This is an optimization exercise on Yosys and OpenROAD, whose aim is small area, not a production implementation. Where RTL was checked, it was by simulation tests only, not by an equivalence proof against the original.

Setup of juniper:
==> module rf_rdmux, before the edit <==
module rf_rdmux(
	input [30:0] sel,
	input [991:0] d,
	output [31:0] rd
);
	genvar b, i;
	generate
		for (b = 0; b < 32; b = b + 1) begin : BIT
			wire [30:0] col;
			for (i = 0; i < 31; i = i + 1) begin : C
				assign col[i] = d[i*32 + b];
			end
			rf_rdbit S(.sel(sel), .d(col), .q(rd[b]));
		end
	endgenerate
endmodule
==> module rf_rdbit, before the edit <==
module rf_rdbit(
	input [30:0] sel,
	input [30:0] d,
	output q
);
	wire [10:0] n;
	genvar k;
	generate
		for (k = 0; k < 10; k = k + 1) begin : G
			rf_aoi3 A(.s(sel[3*k +: 3]), .d(d[3*k +: 3]), .y(n[k]));
		end
	endgenerate
	assign n[10] = ~(sel[30] & d[30]);
	assign q = ~(n[0] & n[1] & n[2] & n[3]) | ~(n[4] & n[5] & n[6] & n[7]) | ~(n[8] & n[9] & n[10]);
endmodule
==> module rf_aoi3, before the edit <==
module rf_aoi3(
	input [2:0] s,
	input [2:0] d,
	output y
);
	assign y = ~((s[0] & d[0]) | (s[1] & d[1]) | (s[2] & d[2]));
endmodule
Settings: LEC_CHECK=0, CAP_MARGIN=5, CORE_MARGIN=2, CORE_UTILIZATION=35, CTS_BUF_LIST=sky130_fd_sc_hd__clkbuf_8, CTS_CLUSTER_DIAMETER=60, CTS_CLUSTER_SIZE=16, PLACE_DENSITY=0.55, SLEW_MARGIN=5, SYNTH_HIERARCHICAL=1, SYNTH_MINIMUM_KEEP_SIZE=0; clock period 15.0 ns.
standard.sh (not shown) runs the stock make flow with config.mk's settings and CLKGATE_MAP_FILE= SYNTH_SCRIPT=/design/flow/synth_recipe.tcl, a recipe that flattens the netlist after the stock synthesis.
==> flow/flow/run.sh <==
#!/bin/bash
# The standard layout, with:
#  - port buffers from the smallest buffer cell,
#  - clock tree without dummy loads.
set -euo pipefail
export BUFFER_PORTS_ARGS="-buffer_cell sky130_fd_sc_hd__buf_1"
export CTS_ARGS="-sink_clustering_enable -repair_clock_nets -sink_clustering_size 16 -sink_clustering_max_diameter 60 -buf_list sky130_fd_sc_hd__clkbuf_8 -dont_use_dummy_load"
bash standard.sh > standard.log 2>&1
Relative to juniper, the following input files were edited for quartz:
-- flow/design.v --
<<< juniper, line 28
	input [30:0] sel,
	input [991:0] d,
	output [31:0] rd
);
	genvar b, i;
	generate
		for (b = 0; b < 32; b = b + 1) begin : BIT
			wire [30:0] col;
			for (i = 0; i < 31; i = i + 1) begin : C
				assign col[i] = d[i*32 + b];
			end
			rf_rdbit S(.sel(sel), .d(col), .q(rd[b]));
		end
	endgenerate
endmodule
module rf_rdbit(
	input [30:0] sel,
	input [30:0] d,
	output q
);
	wire [10:0] n;
	genvar k;
	generate
		for (k = 0; k < 10; k = k + 1) begin : G
			rf_aoi3 A(.s(sel[3*k +: 3]), .d(d[3*k +: 3]), .y(n[k]));
		end
	endgenerate
	assign n[10] = ~(sel[30] & d[30]);
	assign q = ~(n[0] & n[1] & n[2] & n[3]) | ~(n[4] & n[5] & n[6] & n[7]) | ~(n[8] & n[9] & n[10]);
endmodule
module rf_aoi3(
	input [2:0] s,
	input [2:0] d,
	output y
);
	assign y = ~((s[0] & d[0]) | (s[1] & d[1]) | (s[2] & d[2]));
endmodule
`timescale 1ns/1ns
>>> quartz, line 28
	input [30:0] sel,
	input [991:0] d,
	output reg [31:0] rd
);
	integer i;
	always @(*) begin
		rd = 32'd0;
		for (i = 0; i < 31; i = i + 1)
			rd = rd | ({32{sel[i]}} & d[i*32 +: 32]);
	end
endmodule
`timescale 1ns/1ns
## What came out
Going from juniper to quartz, via count grows by about 2.2%. Looking only at number of cells traversed by the worst hold path, and setting everything else aside, the lower value of quartz and juniper goes to juniper. Every stage of the flow completed for quartz, and the final layout passed the timing, DRC and antenna checks. Summary of quartz over juniper: met3 track utilization from global routing about even, total congestion overflow about even. Relative to juniper, fraction of standard cell area in multi-input logic increased by 0.74 points in quartz. Going from juniper to quartz, the worst hold margin was found to have gone up by 0.0078 ns. Between quartz and juniper, the maximum number of pins on one net before global-route repair is higher for juniper.
Function not checked in juniper: the RTL went through the layout flow alone.

* * *

== the reference run ==
rv32ic_core, a different RTL version from the one above (not shown whole).
For scale: roughly 120 I/O pins.
==> flow/design.v (excerpt) <==
module rv32ic_core(
	input         clk,
	input         rst,
	output [31:0] bdi,
	output [31:0] baddr,
	output        bwr,
	output [1:0]  bsz,
	input  [31:0] bdo,
	input         brdy,
	input  [15:0] INT
);
clock: 15.0 ns
lec_check: 0
cap_margin: 5
core_margin: 2
core_utilization: 35
cts_buf_list: sky130_fd_sc_hd__clkbuf_8
cts_cluster_diameter: 60
cts_cluster_size: 16
place_density: 0.55
slew_margin: 5
synth_hierarchical: 1
synth_minimum_keep_size: 0
Scripts as last shown in full above: flow/flow/run.sh
The reference run completed end to end with timing, DRC and antenna clean.
The inputs of the trial run differ from those of the reference run as listed below.
--- a/flow/design.v
+++ b/flow/design.v
@@ -418,24 +418,22 @@
 wire int_ebreak = (IR == 32'h00100073);
 wire intf = ~ISRMode & ((reliable & (int_ecall | int_ebreak)) | (IRQ & eie) | (TMRIF & tie)) & gie;
 wire wfi_1 = (IR1 == 32'h10500073);
 wire hold = (~intf & wfi_1) | ~brdy;
 wire compressed = ~(IR[0] & IR[1]);
 wire [4:0] vec = IRQ ? {1'b1, IRQnum} : TMRIF ? 5'd12 : int_ebreak ? 5'd8 : 5'd4;
 wire [31:0] pc_seq = PC + (compressed ? 32'd2 : 32'd4);
 wire ep_ecb = int_ecall | int_ebreak;
-wire ep_en = intf & cyc & ~hold;
-wire [31:0] ep_m1, ep_m2, ePC_d;
+wire [31:0] ep_m, ePC_d;
 genvar eb;
 generate
 	for (eb = 0; eb < 32; eb = eb + 1) begin : EP
-		aoi22 M1(.a1(ep_en & ~reliable), .a2(alu_r[eb]), .b1(ep_en & reliable & ep_ecb), .b2(pc_seq[eb]), .y(ep_m1[eb]));
-		aoi22 M2(.a1(ep_en & reliable & ~ep_ecb), .a2(PC[eb]), .b1(~ep_en), .b2(ePC[eb]), .y(ep_m2[eb]));
-		assign ePC_d[eb] = ~(ep_m1[eb] & ep_m2[eb]);
+		aoi222 M(.a1(~reliable), .a2(alu_r[eb]), .b1(reliable & ep_ecb), .b2(pc_seq[eb]), .c1(reliable & ~ep_ecb), .c2(PC[eb]), .y(ep_m[eb]));
+		assign ePC_d[eb] = ~ep_m[eb];
 	end
 endgenerate
 wire irq_t = (IRQ & eie) | (TMRIF & tie);
 wire intf_r = ~ISRMode & gie & (int_ecall | int_ebreak | irq_t);
 wire intf_n = ~ISRMode & gie & irq_t;
 wire [31:0] int_vec = {25'd0, vec, 2'd0};
 wire ba_r0 = cyc & ~cu_rst_state;
 wire ba_e = ba_r0 & reliable & pc_s4;
@@ -485,57 +483,40 @@
 assign bsz = cyc ? 2'b10 : func3_1[1:0];
 assign bwr = ~cyc & store_1;
 assign bdi = (baddr[1:0] == 2'b01) ? {R2[23:0], 8'd0} :
 	     (baddr[1:0] == 2'b10) ? {R2[15:0], 16'd0} :
 	     (baddr[1:0] == 2'b11) ? {R2[7:0], 24'd0} : R2;
 wire [31:0] d16ic_32;
 wire is16;
 D16Inst d16ic(.Inst(bdo[15:0]), .Instout(d16ic_32), .Is16inst(is16));
-wire [31:0] nop32 = 32'h13;
-wire ir_w = ~cyc & ~hold & ~is16, ir_c = ~cyc & ~hold & is16, ir_nop = ~cyc & hold;
-wire i1_nop = cyc & (~reliable | intf);
-wire i1_ir = cyc & ~(~reliable | intf) & ~hold;
-wire i1_keep = ~(i1_nop | i1_ir);
-wire [31:0] ir_n, ir1_n;
-genvar rk;
-generate for (rk = 0; rk < 32; rk = rk + 1) begin : RN
-	aoi222 IRM(.a1(ir_w), .a2(bdo[rk]), .b1(ir_c), .b2(d16ic_32[rk]), .c1(cyc), .c2(IR[rk]), .y(ir_n[rk]));
-	aoi222 I1M(.a1(i1_ir), .a2(IR[rk]), .b1(i1_keep), .b2(IR1[rk]), .c1(i1_nop), .c2(nop32[rk]), .y(ir1_n[rk]));
-end endgenerate
 always @(posedge clk or posedge rst)
 	if (rst) IR <= 32'h13;
-	else IR <= ~ir_n | ({32{ir_nop}} & nop32);
+	else if (~cyc) IR <= hold ? 32'h13 : (is16 ? d16ic_32 : bdo);
 always @(posedge clk or posedge rst)
 	if (rst) IR1 <= 32'h13;
-	else IR1 <= ~ir1_n;
+	else if (cyc) begin
+		if (~reliable | intf) IR1 <= 32'h13;
+		else if (~hold) IR1 <= IR;
+	end
 always @(posedge clk or posedge rst)
 	if (rst) ir2nn <= 1'b0;
 	else if (cyc) ir2nn <= (IR1 != 32'h13);
 always @(posedge clk or posedge rst)
 	if (rst) PC <= 32'd0;
 	else if (cyc & ~hold) PC <= baddr;	 
 always @(posedge clk or posedge rst)
 	if (rst) ePC <= 32'd0;
-	else ePC <= ePC_d;
-wire r1_en = cyc & ~hold & r1_ld;
-wire r1_b = r1_en & r1_src, r1_f = r1_en & ~r1_src;
-wire r2_b = cyc & ~hold & r2_ld & r2_src;
-wire r2_f = ~cyc & ~keep2;
-wire r2_k = ~(r2_b | r2_f);
-wire [31:0] r1_n, r2_n;
-genvar qk;
-generate for (qk = 0; qk < 32; qk = qk + 1) begin : RR
-	aoi222 R1M(.a1(r1_b), .a2(RESMux[qk]), .b1(r1_f), .b2(rf_rd[qk]), .c1(~r1_en), .c2(R1[qk]), .y(r1_n[qk]));
-	aoi222 R2M(.a1(r2_b), .a2(RESMux[qk]), .b1(r2_f), .b2(rf_rd[qk]), .c1(r2_k), .c2(R2[qk]), .y(r2_n[qk]));
-end endgenerate
+	else if (intf & cyc & ~hold) ePC <= ePC_d;
 always @(posedge clk)
-	R1 <= ~r1_n;
+	if (cyc & ~hold & r1_ld) R1 <= r1_src ? RESMux : rf_rd;
 always @(posedge clk)
-	R2 <= ~r2_n;
+	if (cyc) begin
+		if (~hold & r2_ld & r2_src) R2 <= RESMux;
+	end else if (~keep2) R2 <= rf_rd;
 always @(posedge clk)
 	if (~cyc) taken_r <= br_taken;
 always @(posedge clk)
 	if (cyc) keep2 <= ~hold & r2_ld & r2_src;
 always @(posedge clk or posedge rst)
 	if (rst) cyc <= 1'b1;
 	else if (~hold) cyc <= ~cyc;
 always @(posedge clk or posedge rst)
From the reference run to the trial run the numbers moved as follows: minimum hold slack rose by 0.0031 ns; critical path depth rose by 4; non-clock buffer count fell by 32. Length of the first detailed-routing pass in iterations, the reference run and the trial run, higher one = the trial run. Taking the reference run as the reference, in the trial run number of standard cells in the layout, taps in and fillers out decreased 58; first-pass GRT wire length lower; summed area of non-filler cells in the final layout -about 0.6%; placed wire-length estimate rose by 2.1%; delay of the slowest critical-path stage up 0.09 ns.
For the reference run, only the layout was checked, not whether the RTL still works.

## afterwards: timing with drivers on the ports
How much do the figures lean on ideal ports? The routed layouts below were timed once more, with nothing changed but the port constraints. Step 1: set_driving_cell puts a clkbuf_16 on clk and a buf_2 on each other input, an assumption about the parent block. Step 2 times the ports against the registers' clock, not the clock port: input delays grow and output delays shrink by t, the midpoint of the rising clock arrivals with the driver on. a / b / c = no drivers / after step 1 / after step 2; a / b = the first two.
| run | t (ns) | slack for setup (ns) | hold slack, ns | worst setup path at the end | clock arrival spread, ns |
|---|---|---|---|---|---|
| juniper | 0.953 | 0.651 / 0.566 / 1.519 | 0.456 / 0.456 / 0.456 | register to output | 0.177 / 0.178 |
| quartz | 0.925 | 0.543 / 0.468 / 1.394 | 0.464 / 0.464 / 0.464 | register to output | 0.187 / 0.187 |
| the reference run | 0.896 | 0.500 / 0.429 / 1.325 | 0.467 / 0.467 / 0.467 | register to output | 0.132 / 0.132 |
| the trial run | 0.907 | 0.501 / 0.428 / 1.335 | 0.470 / 0.470 / 0.470 | register to output | 0.132 / 0.131 |
After both steps every run listed still meets setup and hold.
